What follows belongs to an exercise in optimizing a design on an open flow for small area, a short achievable clock period and few clock cycles; a production flow would make more cautious choices.
Function was checked by simulation only, so behaviour that the tests miss may differ from the original.
No activity file was given, so power comes from the tool's default toggle rates.

==> flow/design.v (excerpt) <==
module MultiCycleCPU (reset, clk, mem_addr, mem_wdata, mem_we, mem_rdata);
For scale: roughly 5000 cells after synthesis, about 99 I/O pins, ~65000 µm² of cells after synthesis.
Settings: LEC_CHECK=0, CAP_MARGIN=20, CORE_MARGIN=2, CORE_UTILIZATION=40, CTS_CLUSTER_DIAMETER=110, CTS_CLUSTER_SIZE=26, SETUP_SLACK_MARGIN=5, SLEW_MARGIN=20, SYNTH_HIERARCHICAL=1, SYNTH_MINIMUM_KEEP_SIZE=0, TNS_END_PERCENT=0; clock period 9.5 ns.
standard.sh (not shown) runs the stock make flow with config.mk's settings and CLKGATE_MAP_FILE= SYNTH_SCRIPT=/design/flow/synth_recipe.tcl, a recipe that flattens the netlist after the stock synthesis.
==> flow/flow/run.sh <==
#!/bin/bash
# Standard synthesis, then the standard layout steps with a larger setup
# margin for the timing repair, sizing not limited to the cell footprint,
# and buf_2 port buffers. The constraints are unchanged.
set -euo pipefail
bash standard.sh synth > synth.log 2>&1
bash standard.sh SETUP_SLACK_MARGIN=7 "MATCH_CELL_FOOTPRINT=" \
    "BUFFER_PORTS_ARGS=-buffer_cell sky130_fd_sc_hd__buf_2" finish > layout.log 2>&1
Testbench counts at the start, summed over its fixed seeds: cycles 137,311.
Rerun with:
==> flow/flow/run.sh (replaced) <==
#!/bin/bash
# Standard synthesis, then the standard layout steps with a larger setup
# margin for the timing repair, sizing not limited to the cell footprint,
# and buf_4 port buffers. The constraints are unchanged.
set -euo pipefail
bash standard.sh synth > synth.log 2>&1
bash standard.sh SETUP_SLACK_MARGIN=7 "MATCH_CELL_FOOTPRINT=" \
    "BUFFER_PORTS_ARGS=-buffer_cell sky130_fd_sc_hd__buf_4" finish > layout.log 2>&1
- CORE_UTILIZATION: 40 -> 55
- CTS_CLUSTER_DIAMETER: 110 -> 100
- CTS_CLUSTER_SIZE: 26 -> 22
- TNS_END_PERCENT: 0 -> 5
Effect:
- combinational power came out higher by about 6%
- register-to-register slack loses 0.09 ns
- clock skew came out lower by 0.051 ns
- clock-buffer cell count came out higher by 24
- sequential share of layout area came out lower by 0.87 points
- hold slack loses 0.0087 ns
- global-route usage came out higher by 15 points
Rerun with:
==> flow/flow/run.sh (replaced) <==
#!/bin/bash
# Standard synthesis, then the standard layout steps with a larger setup
# margin for the timing repair, sizing not limited to the cell footprint,
# and buf_2 port buffers. The constraints are unchanged.
set -euo pipefail
bash standard.sh synth > synth.log 2>&1
bash standard.sh SETUP_SLACK_MARGIN=7 "MATCH_CELL_FOOTPRINT=" \
    "BUFFER_PORTS_ARGS=-buffer_cell sky130_fd_sc_hd__buf_2" finish > layout.log 2>&1
- CORE_UTILIZATION: 55 -> 40
- GPL_ROUTABILITY_DRIVEN: not set -> 0
- TNS_END_PERCENT: 5 -> 0
Outcome: Die area went up by 37%. Non-clock buffer count falls by 63. Total power is lower by 5.0%. Wire length fell by 9.9%. Sequential share of layout area rose by 0.83 points. Clock skew increases by 0.022 ns. Via count goes down by 4.6%. Utilization is lower by 18 points. Area after synthesis stays the same. Combinational power goes down by about 9%. Design area drops by 1.7%.
Rerun with:
==> flow/flow/run.sh (replaced) <==
#!/bin/bash
# Standard synthesis, then the standard layout steps with a larger setup
# margin for the timing repair, sizing not limited to the cell footprint,
# and buf_4 port buffers. The constraints are unchanged.
set -euo pipefail
bash standard.sh synth > synth.log 2>&1
bash standard.sh SETUP_SLACK_MARGIN=7 "MATCH_CELL_FOOTPRINT=" \
    "BUFFER_PORTS_ARGS=-buffer_cell sky130_fd_sc_hd__buf_4" finish > layout.log 2>&1
- GPL_ROUTABILITY_DRIVEN: 0 -> not set
- TNS_END_PERCENT: 0 -> 5
What happened: Non-clock buffer count grows by 8. Clock-buffer cell count shrinks by 2. Via count grows by 0.55%. Synthesized cell count stays the same. Core utilization grows by 0.64 points. Setup slack got worse by 0.062 ns. Routed wire length grows by 4.8%. Register-to-register slack got worse by 0.06 ns. Combinational power grows by about 5%. Cell count stays flat. Synthesized area stays the same.

---

Setup of run A:
Starting RTL as in the previous note.
export LEC_CHECK = 0
export CAP_MARGIN = 20
export CORE_MARGIN = 2
export CORE_UTILIZATION = 40
export CTS_CLUSTER_DIAMETER = 100
export CTS_CLUSTER_SIZE = 22
export SETUP_SLACK_MARGIN = 5
export SLEW_MARGIN = 20
export SYNTH_HIERARCHICAL = 1
export SYNTH_MINIMUM_KEEP_SIZE = 0
export TNS_END_PERCENT = 0
create_clock -name core_clock -period 9.5 [get_ports {clk}]
==> flow/flow/run.sh <==
#!/bin/bash
# Standard synthesis, then the standard layout steps with a larger setup
# margin for the timing repair, sizing not limited to the cell footprint,
# and buf_2 port buffers. The constraints are unchanged.
set -euo pipefail
bash standard.sh synth > synth.log 2>&1
bash standard.sh SETUP_SLACK_MARGIN=6.5 "MATCH_CELL_FOOTPRINT=" \
    "BUFFER_PORTS_ARGS=-buffer_cell sky130_fd_sc_hd__buf_2" finish > layout.log 2>&1
Run A closes out successfully: all stages finished, all timing, DRC and antenna checks passed.
Testbench counts of run A, summed over its fixed seeds: cycles 137,311.
Input changes introduced in run B (baseline for comparison: run A):
diff --git a/flow/flow/run.sh b/flow/flow/run.sh
--- a/flow/flow/run.sh
+++ b/flow/flow/run.sh
@@ -7 +7 @@
-bash standard.sh SETUP_SLACK_MARGIN=6.5 "MATCH_CELL_FOOTPRINT=" \
+bash standard.sh SETUP_SLACK_MARGIN=7 "MATCH_CELL_FOOTPRINT=" \
Run B has more setup slack than run A.
Fmax: run B higher than run A
Run B went all the way through the flow, and no timing, DRC or antenna check failed.
Run A has completed all stages; timing, DRC and antenna checks passed.
Run B vs run A — antenna diode count rose 4.
From run A to run B the numbers moved as follows: total of plain and repair buffers excluding clock buffers +about 6.6%; clock network contribution to total cell area ~0 delta; total instance count after detailed placement ~0 delta.
On clock network fraction of total power, run A and run B are basically level.
The final total power in run B sits 0.32% above the value recorded for run A.
For the wire length of the first global-routing pass, run B came in 2.0% higher than run A did.
Setup changes, run B to run C
diff --git a/flow/flow/run.sh b/flow/flow/run.sh
--- a/flow/flow/run.sh
+++ b/flow/flow/run.sh
@@ -4 +4 @@
-# and buf_2 port buffers. The constraints are unchanged.
+# and buf_4 port buffers. The constraints are unchanged.
@@ -8 +8 @@
-    "BUFFER_PORTS_ARGS=-buffer_cell sky130_fd_sc_hd__buf_2" finish > layout.log 2>&1
+    "BUFFER_PORTS_ARGS=-buffer_cell sky130_fd_sc_hd__buf_4" finish > layout.log 2>&1
diff --git a/flow/config.mk b/flow/config.mk
--- a/flow/config.mk
+++ b/flow/config.mk
@@ -11,2 +10,0 @@
-export CTS_CLUSTER_DIAMETER = 100
-export CTS_CLUSTER_SIZE = 22
@@ -17 +15 @@
-export TNS_END_PERCENT = 0
+export TNS_END_PERCENT = 5
Results
- Changes observed in run C relative to run B: final hold slack increased by 0.012 ns relative to the old numbers, total power increased by 8.9% relative to the old numbers, share of the clock period used by the worst path after layout closely matched the old numbers.
- Summary of run C over run B: wire length of the first global-routing pass went up; worst path arrival time shows an increase of 0.03 ns; first-iteration DRC count decreased by 4.6% relative to the old numbers.
- Width of the chip essentially unchanged between run B and run C.
> inputs changed (run C -> run D)
diff --git a/flow/flow/run.sh b/flow/flow/run.sh
--- a/flow/flow/run.sh
+++ b/flow/flow/run.sh
@@ -4 +4 @@
-# and buf_4 port buffers. The constraints are unchanged.
+# and buf_2 port buffers. The constraints are unchanged.
@@ -8 +8 @@
-    "BUFFER_PORTS_ARGS=-buffer_cell sky130_fd_sc_hd__buf_4" finish > layout.log 2>&1
+    "BUFFER_PORTS_ARGS=-buffer_cell sky130_fd_sc_hd__buf_2" finish > layout.log 2>&1
diff --git a/flow/config.mk b/flow/config.mk
--- a/flow/config.mk
+++ b/flow/config.mk
@@ -10 +10,3 @@
-export CORE_UTILIZATION = 40
+export CORE_UTILIZATION = 45
+export CTS_CLUSTER_DIAMETER = 100
+export CTS_CLUSTER_SIZE = 22
@@ -15 +17 @@
-export TNS_END_PERCENT = 5
+export TNS_END_PERCENT = 0
- On diode insertion count for antenna repair, the lower figure sits with run C, not run D.
- Number of buffers added by the clock tree synthesis step for run D is lower than for run C.
- Compared with run C, run D shows wire length that has gone down by a few percent.
- Higher number of placed instances with taps included among run C and run D: run C

afterwards: timing with drivers on the ports:
The results above use ideal ports. As a check the final layouts listed here were re-extracted and re-timed, cells and wires unchanged.
Step 1, drivers: a clkbuf_16 drives clk and a buf_2 each remaining input, both assumed.
Step 2 also shifts input and output timing later by t, the mid clock arrival at the registers, as if the neighbouring blocks saw the same clock.
Slacks: no drivers / after step 1 / after step 2; pairs: no drivers / after step 1.
run | t (ns) | setup slack, ns | hold slack, ns | worst setup path after step 2
the first run of note 1 | 0.838 | 5.807 / 5.807 / 5.060 | 0.421 / 0.421 / 0.421 | input to register
the second run of note 1 | 0.766 | 5.713 / 5.713 / 5.404 | 0.412 / 0.412 / 0.412 | input to register
the third run of note 1 | 0.797 | 5.766 / 5.766 / 5.132 | 0.427 / 0.427 / 0.427 | input to register
the fourth run of note 1 | 0.795 | 5.704 / 5.704 / 5.396 | 0.415 / 0.415 / 0.415 | input to register
run A | 0.794 | 5.747 / 5.747 / 5.140 | 0.416 / 0.416 / 0.416 | input to register
run B | 0.806 | 5.789 / 5.789 / 5.073 | 0.416 / 0.416 / 0.416 | input to register
run C | 0.853 | 5.790 / 5.790 / 5.364 | 0.428 / 0.428 / 0.428 | input to register
run D | 0.814 | 5.750 / 5.750 / 5.085 | 0.427 / 0.427 / 0.427 | input to register
After both steps setup and hold are still met in every run listed. For the first run of note 1, which loses most, drivers alone change the setup slack by 0.000 ns; drivers and shift together by -0.747 ns.
